This design comes from an exercise in tuning for small area on the open sky130 flow, not from production work.
In this exercise RTL edits were held to simulation tests only and were not proved equivalent to the original.
No driver is modelled on the clock port, so clock power and skew are understated where the tree is cut down; a real chip needs a root buffer or a tree.
Power and IR drop assume default switching activity.

before:
// TOP_1
module TOP_1(
	input wire clk,
	input wire rst,
	input wire [7:0] entrada_dados,
	input wire dados_valid,
	output wire PWM_signal,
	output wire dados_lidos
	);
	reg        ps;       
	reg        pt;       
	reg        crd;      
	reg        sf;       
	reg        dg;       
	reg  [6:0] cv;       
	reg        sd;       
	reg        cvo;      
	reg        q;        
	reg        b;
	reg [11:0] x;
	reg  [2:0] col;
	assign PWM_signal  = ps;
	assign dados_lidos = cvo;
	wire tf   = x[11] | x[10];           
	wire wp   = !tf & !b;                
	wire d3   = !tf & b;                 
	wire c125 = (cv == 7'b0100000);
	wire c60  = (cv == 7'b0101111);
	wire c24  = (cv == 7'b1010111);
	wire wrap = sf & c125;
	wire rR   = pt & !crd;
	wire s3   = d3 | rR;
	wire s2   = !s3 & q;
	wire s1   = !s3 & !q & cvo;
	wire take = s2 & dados_valid;
	wire gend = x[11] & x[10] & x[8] & x[7] & x[6] & x[1];   
	wire last = !tf & (&x[8:0]);                              
	wire [11:0] xinc = x + {11'd0, take | tf};
	always @(posedge clk) begin
		crd <= pt;
		if (take)
			sd <= entrada_dados[col];
		q <= s3 | (s2 & !dados_valid);
		cv <= (sf && !c125) ? {cv[5:0], !(cv[6] ^ cv[5])} : 7'd0;
		if (rst || gend)
			x <= 12'd624 | {11'd0, (b | take) & !rst};
		else
			x <= xinc;
		if (rst) begin
			ps  <= 0;
			pt  <= 0;
			sf  <= 0;
			dg  <= 0;
			cvo <= 0;
			b   <= 1;
			col <= 0;
		end else begin
			if (cvo)
				dg <= sd;
			if (wrap)
				pt <= 1;
			else if (cvo)
				pt <= 0;
			sf <= wrap ? wp : (sf | wp);
			if (!sf || c125)
				ps <= wp;
			else if ((c24 && !dg) || c60)
				ps <= 0;
			if (s1)
				cvo <= 0;
			else if (take)
				cvo <= 1;
			b <= tf & (gend | b | take);
			if (take && last)
				col <= col + 3'd1;
		end
	end
endmodule
clock: 10.0 ns
lec_check: 0
cap_margin: 20
core_area: 2 2 58 58
cts_buf_list: sky130_fd_sc_hd__clkbuf_4
die_area: 0 0 60 60
slew_margin: 20
run.sh (not shown) runs the stock make flow with config.mk's settings and CLKGATE_MAP_FILE= SYNTH_SCRIPT=/design/flow/synth_recipe.tcl, a recipe that flattens the netlist after the stock synthesis.
before was carried through to the last stage, and its layout satisfied the timing, design-rule and antenna checks.
Relative to before, the following input files were edited for after:
==> flow/flow/run.sh (new file) <==
#!/bin/bash
# Layout: the standard flow (standard.sh), with two changes:
#  - port buffers are sky130_fd_sc_hd__buf_1 (one per input and output port, as standard);
#  - clock tree built from clkbuf_4 without dummy balancing loads.
# make's output goes to standard_flow.log; each ORFS step logs to orfs/logs/.
set -euo pipefail
bash standard.sh \
  "BUFFER_PORTS_ARGS=-buffer_cell sky130_fd_sc_hd__buf_1" \
  "CTS_ARGS=-sink_clustering_enable -repair_clock_nets -dont_use_dummy_load -buf_list sky130_fd_sc_hd__clkbuf_4" \
  finish > standard_flow.log 2>&1
==> flow/standard.sh (new file) <==
#!/bin/bash
# synth_recipe.tcl (not shown) runs the flow's synth.tcl, then flattens the netlist and writes it again
# the make line also repeats each setting of config.mk as NAME=value (left out here)
make -C /OpenROAD-flow-scripts/flow DESIGN_CONFIG=/design/flow/config.mk WORK_HOME=/design/flow/orfs CLKGATE_MAP_FILE= SYNTH_SCRIPT=/design/flow/synth_recipe.tcl "${@:-finish}"
removed: flow/run.sh
Findings:
Compared with before, in after minimum setup slack in the final design higher; multi-input logic portion of the cell area rose 2.7 points; post-detailed-route via-to-cell ratio went up by 1.7%.
The higher first-pass GRT wire length of after and before is in after.
Core util | after vs before | after lower
Going from before to after, portion of the clock cycle consumed by the worst path in the final layout lower; overall power consumption lower.
after: area growth from synthesis to layout 7.0 points below before
Changes observed in after relative to before: part of the total power dissipated in the clock network dropped 3.0 points; post-place instance area fell by about 5%; worst hold path stage count essentially unchanged.

---

== the previous run ==
Another version of the RTL of TOP_1 (not shown whole).
Size in the first run: roughly 30 flip-flops, ~13 I/O pins, ~1200 µm² of cells after synthesis.
export LEC_CHECK = 0
export CAP_MARGIN = 20
export CORE_AREA = 2 2 58 58
export CTS_BUF_LIST = sky130_fd_sc_hd__clkbuf_4
export DIE_AREA = 0 0 60 60
export SLEW_MARGIN = 20
create_clock -name core_clock -period 10.0 [get_ports {clk}]
standard.sh (not shown) runs the stock make flow with config.mk's settings and CLKGATE_MAP_FILE= SYNTH_SCRIPT=/design/flow/synth_recipe.tcl, a recipe that flattens the netlist after the stock synthesis.
==> flow/flow/run.sh <==
#!/bin/bash
# Layout: the standard flow (standard.sh, standard synthesis), with:
#  - port buffers of sky130_fd_sc_hd__buf_1 (one per input and output port, as standard);
#  - clock tree synthesis without dummy balancing loads, and a POST_CTS hook
#    (flow/post_cts.tcl) that drives all flip-flops from the tree's root buffer
#    (a buf_12) and gives each logic cell the smallest drive of its family.
# make's output goes to standard_flow.log; each ORFS step logs to orfs/logs/.
set -euo pipefail
here=$(pwd)
bash standard.sh \
  "BUFFER_PORTS_ARGS=-buffer_cell sky130_fd_sc_hd__buf_1" \
  "CTS_ARGS=-sink_clustering_enable -repair_clock_nets -dont_use_dummy_load -buf_list sky130_fd_sc_hd__clkbuf_4" \
  "POST_CTS_TCL=$here/flow/post_cts.tcl" \
  finish > standard_flow.log 2>&1
==> flow/flow/post_cts.tcl <==
# POST_CTS hook: drive all flip-flops from one clock buffer (a buf_12), and use the
# smallest drive strength of each logic cell (the clock period has ample slack).
set block [ord::get_db_block]
set db [ord::get_db]

# --- clock: the tree is port -> root buffer -> leaf buffers -> flip-flops
set clknet [[$block findBTerm clk] getNet]
set root ""
foreach it [$clknet getITerms] { if {[$it isInputSignal]} { set root [$it getInst] } }
set rootout ""
foreach it [$root getITerms] { if {[$it isOutputSignal]} { set rootout [$it getNet] } }
set leaves {}
foreach it [$rootout getITerms] {
  set inst [$it getInst]
  if {$inst ne $root && [string match "*clkbuf*" [[$inst getMaster] getName]]} { lappend leaves $inst }
}
foreach leaf $leaves {
  set lout ""
  foreach it [$leaf getITerms] { if {[$it isOutputSignal]} { set lout [$it getNet] } }
  foreach it [$lout getITerms] {
    if {[$it getInst] eq $leaf} continue
    $it disconnect
    $it connect $rootout
  }
  puts "post_cts: removed clock buffer [$leaf getName]"
  odb::dbInst_destroy $leaf
  odb::dbNet_destroy $lout
}
$root swapMaster [$db findMaster sky130_fd_sc_hd__buf_12]
puts "post_cts: clock root [$root getName] is [[$root getMaster] getName]"

# --- logic cells: smallest-area master of the same family (name without _N)
set smallest [dict create]
foreach lib [$db getLibs] {
  foreach m [$lib getMasters] {
    set n [$m getName]
    if {![regexp {^(sky130_fd_sc_hd__[a-z0-9]+)_[0-9]+$} $n -> fam]} continue
    if {[lsearch -exact $::env(DONT_USE_CELLS) $n] >= 0} continue
    set a [expr {[$m getWidth] * [$m getHeight]}]
    if {![dict exists $smallest $fam] || $a < [lindex [dict get $smallest $fam] 1]} { dict set smallest $fam [list $m $a] }
  }
}
foreach inst [$block getInsts] {
  set m [$inst getMaster]
  set n [$m getName]
  if {[$m getType] ne "CORE"} continue
  if {[$m isSequential] || $inst eq $root} continue
  if {[string match "*clkbuf*" $n] || [string match "*tap*" $n]} continue
  if {![regexp {^(sky130_fd_sc_hd__[a-z0-9]+)_[0-9]+$} $n -> fam]} continue
  if {![dict exists $smallest $fam]} continue
  set sm [lindex [dict get $smallest $fam] 0]
  if {$sm ne $m && [lindex [dict get $smallest $fam] 1] < [$m getWidth] * [$m getHeight]} {
    puts "post_cts: [$inst getName] $n -> [$sm getName]"
    $inst swapMaster $sm
  }
}
detailed_placement
check_placement -verbose
Input changes introduced in the current run (baseline for comparison: the previous run):
-- flow/flow/run.sh --
<<< the previous run, line 5
#    (flow/post_cts.tcl) that drives all flip-flops from the tree's root buffer
#    (a buf_12) and gives each logic cell the smallest drive of its family.
# make's output goes to standard_flow.log; each ORFS step logs to orfs/logs/.
>>> the current run, line 5
#    (flow/post_cts.tcl) that drives all flip-flops from the tree's root buffer
#    (a clkbuf_16) and gives each logic cell the smallest drive of its family.
# make's output goes to standard_flow.log; each ORFS step logs to orfs/logs/.
-- flow/flow/post_cts.tcl --
<<< the previous run, line 1
# POST_CTS hook: drive all flip-flops from one clock buffer (a buf_12), and use the
# smallest drive strength of each logic cell (the clock period has ample slack).
>>> the current run, line 1
# POST_CTS hook: drive all flip-flops from one clock buffer, and use the
# smallest drive strength of each logic cell (the clock period has ample slack).
<<< the previous run, line 28
}
$root swapMaster [$db findMaster sky130_fd_sc_hd__buf_12]
puts "post_cts: clock root [$root getName] is [[$root getMaster] getName]"
>>> the current run, line 28
}
$root swapMaster [$db findMaster sky130_fd_sc_hd__clkbuf_16]
puts "post_cts: clock root [$root getName] is [[$root getMaster] getName]"
<<< the previous run, line 46
  if {[$m getType] ne "CORE"} continue
  if {[$m isSequential] || $inst eq $root} continue
  if {[string match "*clkbuf*" $n] || [string match "*tap*" $n]} continue
>>> the current run, line 46
  if {[$m getType] ne "CORE"} continue
  if {[$m isSequential]} continue
  if {[string match "*clkbuf*" $n] || [string match "*tap*" $n]} continue
Notes after the runs:
Between the previous run and the current run, worst-margin pin slew is lower for the current run, the previous run comes in above that. [the current run] part of the total power dissipated in the clock network rose 0.9 points relative to the previous run. Diff the previous run -> the current run | share of the clock period used by the worst path after layout | decrease of 0.25 points. On peak per-stage delay on the critical path, the previous run and the current run are basically level. Least setup slack across all paths after layout up 25 ps in the current run wrt the previous run. The current run vs the previous run on sequential share of layout area: the current run is the lower one. The current run was carried through to the last stage, and its layout satisfied the timing, design-rule and antenna checks. On tap cell instance count, the previous run and the current run are basically level. Between the previous run and the current run, the final critical-path required period is lower for the current run.

==> afterwards: timing with drivers on the ports <==
The flow's constraints put no driver on any port. The routed layouts listed below were extracted and timed again, unchanged, in two steps. Step 1 assumes that a clkbuf_16 drives the clock port and a buf_2 every other input. Step 2 adds t to the input delays and takes it off the output delays; t is the mean of the earliest and latest rising clock arrival at the registers after step 1. Input paths then give back, and output paths get back, about the clock's delay inside the block. Slacks: no drivers / after step 1 / after step 2; pairs: no drivers / after step 1.
run | t, ns | setup WS [ns] | worst register clock-pin slew, ns | worst data-port slew with drivers (ns)
before | 0.347 | 6.225 / 6.225 / 5.878 | 0.10 / 0.10 | 0.04
after | 0.331 | 6.599 / 6.593 / 6.262 | 0.09 / 0.09 | 0.03
the previous run | 0.166 | 5.456 / 5.462 / 5.296 | 0.11 / 0.11 | 0.03
the current run | 0.189 | 5.481 / 5.485 / 5.296 | 0.11 / 0.11 | 0.03
After both steps setup and hold are still met in every run listed. For before, which loses most, drivers alone change the setup slack by 0.000 ns; drivers and shift together by -0.347 ns.
